From an optimization exercise on the open Yosys and OpenROAD flow, aimed at small area, a short achievable clock period and few clock cycles per item; shortcuts taken in it are not production practice.
Function was checked by simulation only, so behaviour that the tests miss may differ from the original.
Power is estimated from default activity; no workload was simulated.

## run.sh

```bash
#!/bin/bash
# synth_recipe.tcl (not shown) runs the flow's synth.tcl, then flattens the netlist and writes it again
# the make line also repeats each setting of config.mk as NAME=value (left out here)
make -C /OpenROAD-flow-scripts/flow DESIGN_CONFIG=/design/flow/config.mk WORK_HOME=/design/flow/orfs CLKGATE_MAP_FILE= SYNTH_SCRIPT=/design/flow/synth_recipe.tcl finish
```

## constraint.sdc

```tcl
create_clock -name core_clock -period 7.0 [get_ports {aclk}]
set_input_delay 1.4000 -clock core_clock [delete_from_list [all_inputs] [get_ports {aclk}]]
set_output_delay 1.4000 -clock core_clock [all_outputs]
set_load 0.01 [all_outputs]
```

## design.v

```verilog
`timescale 1ns / 1ps
module my_ma #(
parameter SIZE=8
    )(
    input [SIZE-1:0] A,
    input [SIZE-1:0] B,
    input [SIZE-1:0] C,
    output [SIZE-1:0] P,
    input resetn,
    input clk,
    input valid,
    output dvalid
    );
    reg[SIZE-1:0] result;
    reg temp;
    assign P=result;
    assign dvalid=temp;
    always @(posedge clk) begin
        if(!resetn) begin
           result<=0;
           temp<=0;
        end
        else begin
           if (valid)begin
              result <= C + A*B;
              temp <= 1;
            end
            else begin
              result <= result ;
              temp <=0;
            end
        end
    end
endmodule
`timescale 1ns / 1ps
module my_pe_v1 #(
    parameter SIZE = 8,
    parameter L_RAM_SIZE=3
    )
(
    input aclk,
    input aresetn,
    input [SIZE-1:0] ain,
    input [SIZE-1:0] din,
    input [L_RAM_SIZE-1:0] addr,
    input we,
    input valid,
    output dvalid,
    output [SIZE-1:0] dout
    );
    reg [SIZE-1:0] bin;
    (*ram_style = "block" *) reg [SIZE-1:0] peram [0:2**L_RAM_SIZE-1];
    always @(posedge aclk)
        if(we)
            peram[addr] <= din;
        else
            bin <= peram[addr];
    reg [SIZE-1:0] dout_fb;
    always @(posedge aclk)
        if(!aresetn)
            dout_fb <= 'd0;
        else
            if(dvalid)
                dout_fb <= dout;
            else
                dout_fb <= dout_fb;
    my_ma #(
        .SIZE(SIZE)
    ) MA (
        .A(ain),
        .B(bin),
        .C(dout_fb),
        .P(dout),
        .resetn(aresetn),
        .clk(aclk),
        .valid(valid),
        .dvalid(dvalid)
    );  
endmodule
`timescale 1ns / 1ps
module pe_con#(
       parameter SIZE=16,
       parameter VECTOR_SIZE = 16,  
	   parameter L_RAM_SIZE = 4
    )
    (
        input start,
        output done,
        input aclk,
        input aresetn,
        output [L_RAM_SIZE:0] rdaddr,
	    input [SIZE-1:0] rddata,
	    output reg [SIZE-1:0] wrdata
);
    wire [SIZE-1:0] ain;
    wire [SIZE-1:0] din;
    wire [L_RAM_SIZE-1:0] addr;
    wire we_local;
    wire we_global;
    wire valid;
    wire dvalid;
    wire [SIZE-1:0] dout;
    wire load_done;
    wire calc_done;
    wire done_done;
    wire load_flag_en;
    wire calc_flag_en;
    wire done_flag_en;
    reg load_flag;
    reg calc_flag;
    reg done_flag;
    reg [SIZE-1:0] gdout;
    (* ram_style = "block" *) reg [SIZE-1:0] globalmem [0:VECTOR_SIZE-1];
    always @(posedge aclk)
        if (we_global)
            globalmem[addr] <= rddata;
        else
            gdout <= globalmem[addr];
    localparam [SIZE-1:0] CNTLOAD1 = (4*VECTOR_SIZE) -1;
    localparam [SIZE-1:0] CNTCALC1 = (VECTOR_SIZE) - 1;
    localparam [SIZE-1:0] CNTDONE = 5;
    reg [SIZE-1:0] counter;
    wire [SIZE-1:0] ld_val = (load_flag_en)? CNTLOAD1 :
                         (calc_flag_en)? CNTCALC1 : 
                         (done_flag_en)? CNTDONE  : {SIZE{1'b0}};
    wire counter_ld = load_flag_en || calc_flag_en || done_flag_en;
    wire counter_en = load_flag || dvalid || done_flag;
    wire counter_reset = !aresetn || load_done || calc_done || done_done;
    always @(posedge aclk)
        if (counter_reset)
            counter <= 'd0;
        else
            if (counter_ld)
                counter <= ld_val;
            else if (counter_en)
                counter <= counter - 1;
    reg [3:0] state, state_d;
    localparam S_IDLE = 4'd0;
    localparam S_LOAD = 4'd1;
    localparam S_CALC = 4'd2;
    localparam S_DONE = 4'd3;
    always @(posedge aclk)
        if (!aresetn)
            state <= S_IDLE;
        else
            case (state)
                S_IDLE:
                    state <= (start)? S_LOAD : S_IDLE;
                S_LOAD:  
                    state <= (load_done)? S_CALC : S_LOAD;
                S_CALC:  
                    state <= (calc_done)? S_DONE : S_CALC;
                S_DONE:
                    state <= (done_done)? S_IDLE : S_DONE;
                default:
                    state <= S_IDLE;
            endcase
    always @(posedge aclk)
        if (!aresetn)
            state_d <= S_IDLE;
        else
            state_d <= state;
    wire load_flag_reset = !aresetn || load_done;
    assign load_flag_en = (state_d == S_IDLE) && (state == S_LOAD);
    always @(posedge aclk)
        if (load_flag_reset)
            load_flag <= 'd0;
        else
            if (load_flag_en)
                load_flag <= 'd1;
            else
                load_flag <= load_flag;
    wire calc_flag_reset = !aresetn || calc_done;
    assign calc_flag_en = (state_d == S_LOAD) && (state == S_CALC);
    always @(posedge aclk)
        if (calc_flag_reset)
            calc_flag <= 'd0;
        else
            if (calc_flag_en)
                calc_flag <= 'd1;
            else
                calc_flag <= calc_flag;
    wire done_flag_reset = !aresetn || done_done;
    assign done_flag_en = (state_d == S_CALC) && (state == S_DONE);
    always @(posedge aclk)
        if (done_flag_reset)
            done_flag <= 'd0;
        else
            if (done_flag_en)
                done_flag <= 'd1;
            else
                done_flag <= done_flag;
	assign we_local = (load_flag && counter[L_RAM_SIZE+1] && !counter[0]) ? 1'b1 : 1'b0;
	assign we_global = (load_flag && !counter[L_RAM_SIZE+1] && !counter[0]) ? 1'b1 : 1'b0;
   always @(posedge aclk)
        if (!aresetn)
                wrdata <= 'd0;
        else
            if (calc_done)
                    wrdata <= dout;
            else
                    wrdata <= wrdata;
    reg valid_pre, valid_reg;
    always @(posedge aclk)
        if (!aresetn)
            valid_pre <= 'd0;
        else
            if (counter_ld || counter_en)
                valid_pre <= 'd1;
            else
                valid_pre <= 'd0;
    always @(posedge aclk)
        if (!aresetn)
            valid_reg <= 'd0;
        else if (calc_flag)
            valid_reg <= valid_pre;
    assign valid = (calc_flag) && valid_reg;
	assign ain = (calc_flag)? gdout : {SIZE{1'b0}};
    assign addr = (load_flag)? counter[L_RAM_SIZE:1]:
                  (calc_flag)? counter[L_RAM_SIZE-1:0]: {L_RAM_SIZE{1'b0}};
	assign din = (load_flag)? rddata : {SIZE{1'b0}};
    assign rdaddr = (state == S_LOAD)? counter[L_RAM_SIZE+1:1] : {(L_RAM_SIZE+1){1'b0}};
    assign load_done = (load_flag) && (counter == 'd0);
    assign calc_done = (calc_flag) && (counter == 'd0) && dvalid;
    assign done_done = (done_flag) && (counter == 'd0);
    assign done = (state == S_DONE) && done_done;
        my_pe_v1 #(
            .SIZE(SIZE),
            .L_RAM_SIZE(L_RAM_SIZE)
        ) u_pe (
            .aclk(aclk),
            .aresetn(aresetn && (state != S_DONE)),
            .ain(ain),
            .din(din),
            .addr(addr),
            .we(we_local),
            .valid(valid),
            .dvalid(dvalid),
            .dout(dout)
        );
endmodule
```

## config.mk

```make
export PLATFORM = sky130hd
export DESIGN_NAME = pe_con
export DESIGN_NICKNAME = pe_con
export VERILOG_FILES = /design/flow/design.v
export SDC_FILE = /design/flow/constraint.sdc
export NUM_CORES = 4
export LEC_CHECK = 0
export CAP_MARGIN = 20
export CORE_MARGIN = 2
export CORE_UTILIZATION = 40
export SLEW_MARGIN = 20
```

==> run summary <==
antenna violations before repair 2; final hold vios 0; Chip Width 269 um; Startpoint Class flip-flop; area share of the largest cell type after synthesis 0.580; post-CTS resize count 0; Worst-Skew Late Latency 0.62 ns; Tot GR Track Use 0.177; Async S/R FF share, synth 0; Layout Area Growth over Synthesis 14.1%; row count 97; status complete, no violations; Mapped Avg Cell Area 15.0 sq um; fmax 169 MHz; Hold WS 0.460 ns; Port Buffer Count 40; number of global-route vias before repair 16,600; Non-Filler Cell Area, Final 32,100 sq um; Syn Std Cell Area 28,200 sq um; Post-Syn Instances between 1,500 and 2,000; Via Count 15,500; I/O pin count 41; crit end category flip-flop; sequential cell area fraction in the yosys report 0.633; Reg clk slew, reported paths 0.06 ns; CP bufs+invs 3; EDFF count, synth 544; CP peak stage delay roughly 0.69 ns; Final ANT Viol Nets 0; DP Area between 20,000 and 30,000 sq um; first-pass GRT wire length 98,200 um; most frequent cell after synthesis edfxtp_1; crit-path cells and2_1 -> nand2_1 -> fa_1 -> fa_1 -> inv_1 -> fa_1 -> fa_1 -> fa_1 -> inv_1 -> fa_1 -> inv_1 -> ha_1 -> and3_1 -> a21oi_1 -> nand2_1 -> a21o_1 -> nand3_1 -> nand2_1 -> a21o_1 -> a311oi_1; Slew @ Worst Pin 0.947 ns; Final setup viols 0; Synth Net Count around 2,000; #FFs+latches synth 618; peak supply drop 0.000160 V; Critical-path top delay cell dfxtp_2; Antenna Cells 0; Core ar. ~70,000 sq um; die area 72,600 sq um; Critical Path RT 7.49 ns; DP HPWL between 40,000 and 50,000 um; min-delay worst type flip-flop to flip-flop; GP Congestion about 0.85; Yosys top cell by area edfxtp_1; Syn. warnings 3; Vias/cell 5.28; Cell Pwr Density 270 nW/um^2; routed wire length per instance approximately 22 um; static leakage 11.3 nW; Setup Fix Bufs, Post-CTS 0; deepest clock path buffer count 3; slew margin rel. 0.366; share of layout cells above drive strength 1 0.162; clk sinks 618; top flop regs globalmem (256), u_pe.peram (256); Max FO, Critical Path 40; RSZ-0062 raised after global routing no; post-synth cell types 47; critical path's most frequent cell fa_1; CTS buffer count 68; CTS tree yes; period utilization 0.845; crit path kind flip-flop to flip-flop; DRC 0; Fill cells 6,126; CTS HTree Levels 3; initial core utilization 0.403; dominant cells by area after synthesis edfxtp_1, mux4_2, fa_1; Slew Limit Fails 0; DR pass1 iterations 5; setup_tns 0 ns; Remaining Overflow, GRT 0; final WL 63,200 um; root buf cell clkbuf_16; Post-CTS Hold Buffers 0; CP Data Arrival Time 6.41 ns; 1st-iter DRT viols 1,142; min cycle time layout 5.92 ns; Synth Flop Type edfxtp_1; PnR Total Power 8.66 mW; critical path's top delay family adder cells; Die H roughly 270 um; Max Cap Viol 0; nets@finish 2,107; synth cell count leaders edfxtp_1, nand2_1, inv_1, mux4_2, fa_1; Clock Skew ~0.03 ns; largest net degree at the start of global routing 50
-- report_power, final --
part	internal, mW	total (mW)	switching [mW]
Combinational	0.321	0.802	0.480
Clock	2.05	3.53	1.48
Sequential	4.15	4.33	0.180
-- per-stage QoR --
| stage | util | std cells | setup slack (ns) |
|---|---|---|---|
| after floorplan | - | 1875 | 1.25 |
| after global placement | 0.427 | 2809 | 1.26 |
| after detailed placement | 0.428 | 2811 | 1.09 |
| after CTS | 0.459 | 2933 | 1.07 |
| after global routing | 0.460 | 2933 | 0.660 |
| final | 0.460 | 2933 | 1.08 |
-- kinds of logic after synthesis --
group	synth area share
DFF	0.633
and+or+nand+nor	0.0904
buffers and inverters	0.0351
muxes	0.109
adders and majority gates	0.0904
AOI/OAI and AO/OA	0.0270
xor gates and xnor gates	0.0155
-- final timing paths --
kind	endpoint	depth (start not counted)	slack [ns]	start
setup reg to reg	u_pe.MA.result[15]	20	1.08	calc_flag
setup / recovery	u_pe.MA.result[15]	20	1.08	calc_flag
hold reg to reg	wrdata[7]	2	0.46	wrdata[7]
hold / removal	wrdata[7]	2	0.46	wrdata[7]
-- cell usage in the layout (no fill, tap or decap), types with 6 or more instances in the layout --
cell type	netlist	layout
a21boi_0	7	7
a21boi_2	9	9
a21o_1	6	6
a21oi_1	26	26
a31oi_1	32	32
and2_1	36	36
and3_1	90	90
buf_4	0	50
clkbuf_1	70	15
clkbuf_16	0	69
clkdlybuf4s50_1	0	40
clkinv_2	0	13
dfxtp_1	74	73
edfxtp_1	544	544
fa_1	94	94
ha_1	53	53
inv_1	154	154
mux2i_1	19	19
mux4_2	128	128
nand2_1	274	273
nand3_1	41	41
nor2_1	65	59
nor3_1	21	9
nor3_2	0	12
o21a_1	8	7
o21ai_0	12	9
xnor2_1	38	38
xor2_1	12	12
-- tightest hold or removal path: cells and delay by family, from the launching register on --
family	cells	cell delay, ns
and+or+nand+nor	1	0.06
DFF	1	0.30
AOI/OAI and AO/OA	1	0.05
-- area by class of cell --
type / instances / area, sq um / area share
clock inverter: 36 / 412 / 0.0128
tap: 940 / 1180 / 0.0366
sequential: 618 / 17800 / 0.555
timing repair buffer: 93 / 826 / 0.0257
inverter: 154 / 578 / 0.0180
clock buffer: 86 / 1810 / 0.0563
multi-input combinational: 1006 / 9510 / 0.296
-- routing by layer --
layer | GRT usage | up-vias | routed length [um]
li1 | - | 6942 | -
met1 | 0.231 | 8012 | 26900
met2 | 0.299 | 410 | 31000
met3 | 0.0348 | 126 | 3580
met4 | 0.0556 | 2 | 1710
met5 | 0 | - | 8
Testbench counts, summed over its fixed seeds: cycles 23,424, items 192.

static timing again, ports no longer ideal:
Ports are ideal in the flow. The routed layout listed here was re-timed in OpenROAD. Step 1 sets driving cells, clkbuf_16 on the clock port and buf_2 on the other inputs (assumed; they add their load-dependent delay and slew). Step 2 times the ports against the registers' clock, not the clock port: input delays grow and output delays shrink by t, the midpoint of the rising clock arrivals with the driver on. Three values: ideal, step 1, step 2; two values: the first two.
t (ns): 0.664
setup slack, ns: 1.083 / 1.083 / 1.083
hold slack, ns: 0.460 / 0.460 / 0.460
clock arrival spread, ns: 0.037 / 0.036
slew at the worst register clock pin (ns): 0.07 / 0.07
After both steps setup and hold are still met in this run. The setup slack of this run moves by 0.000 ns with the drivers and by 0.000 ns with both steps.
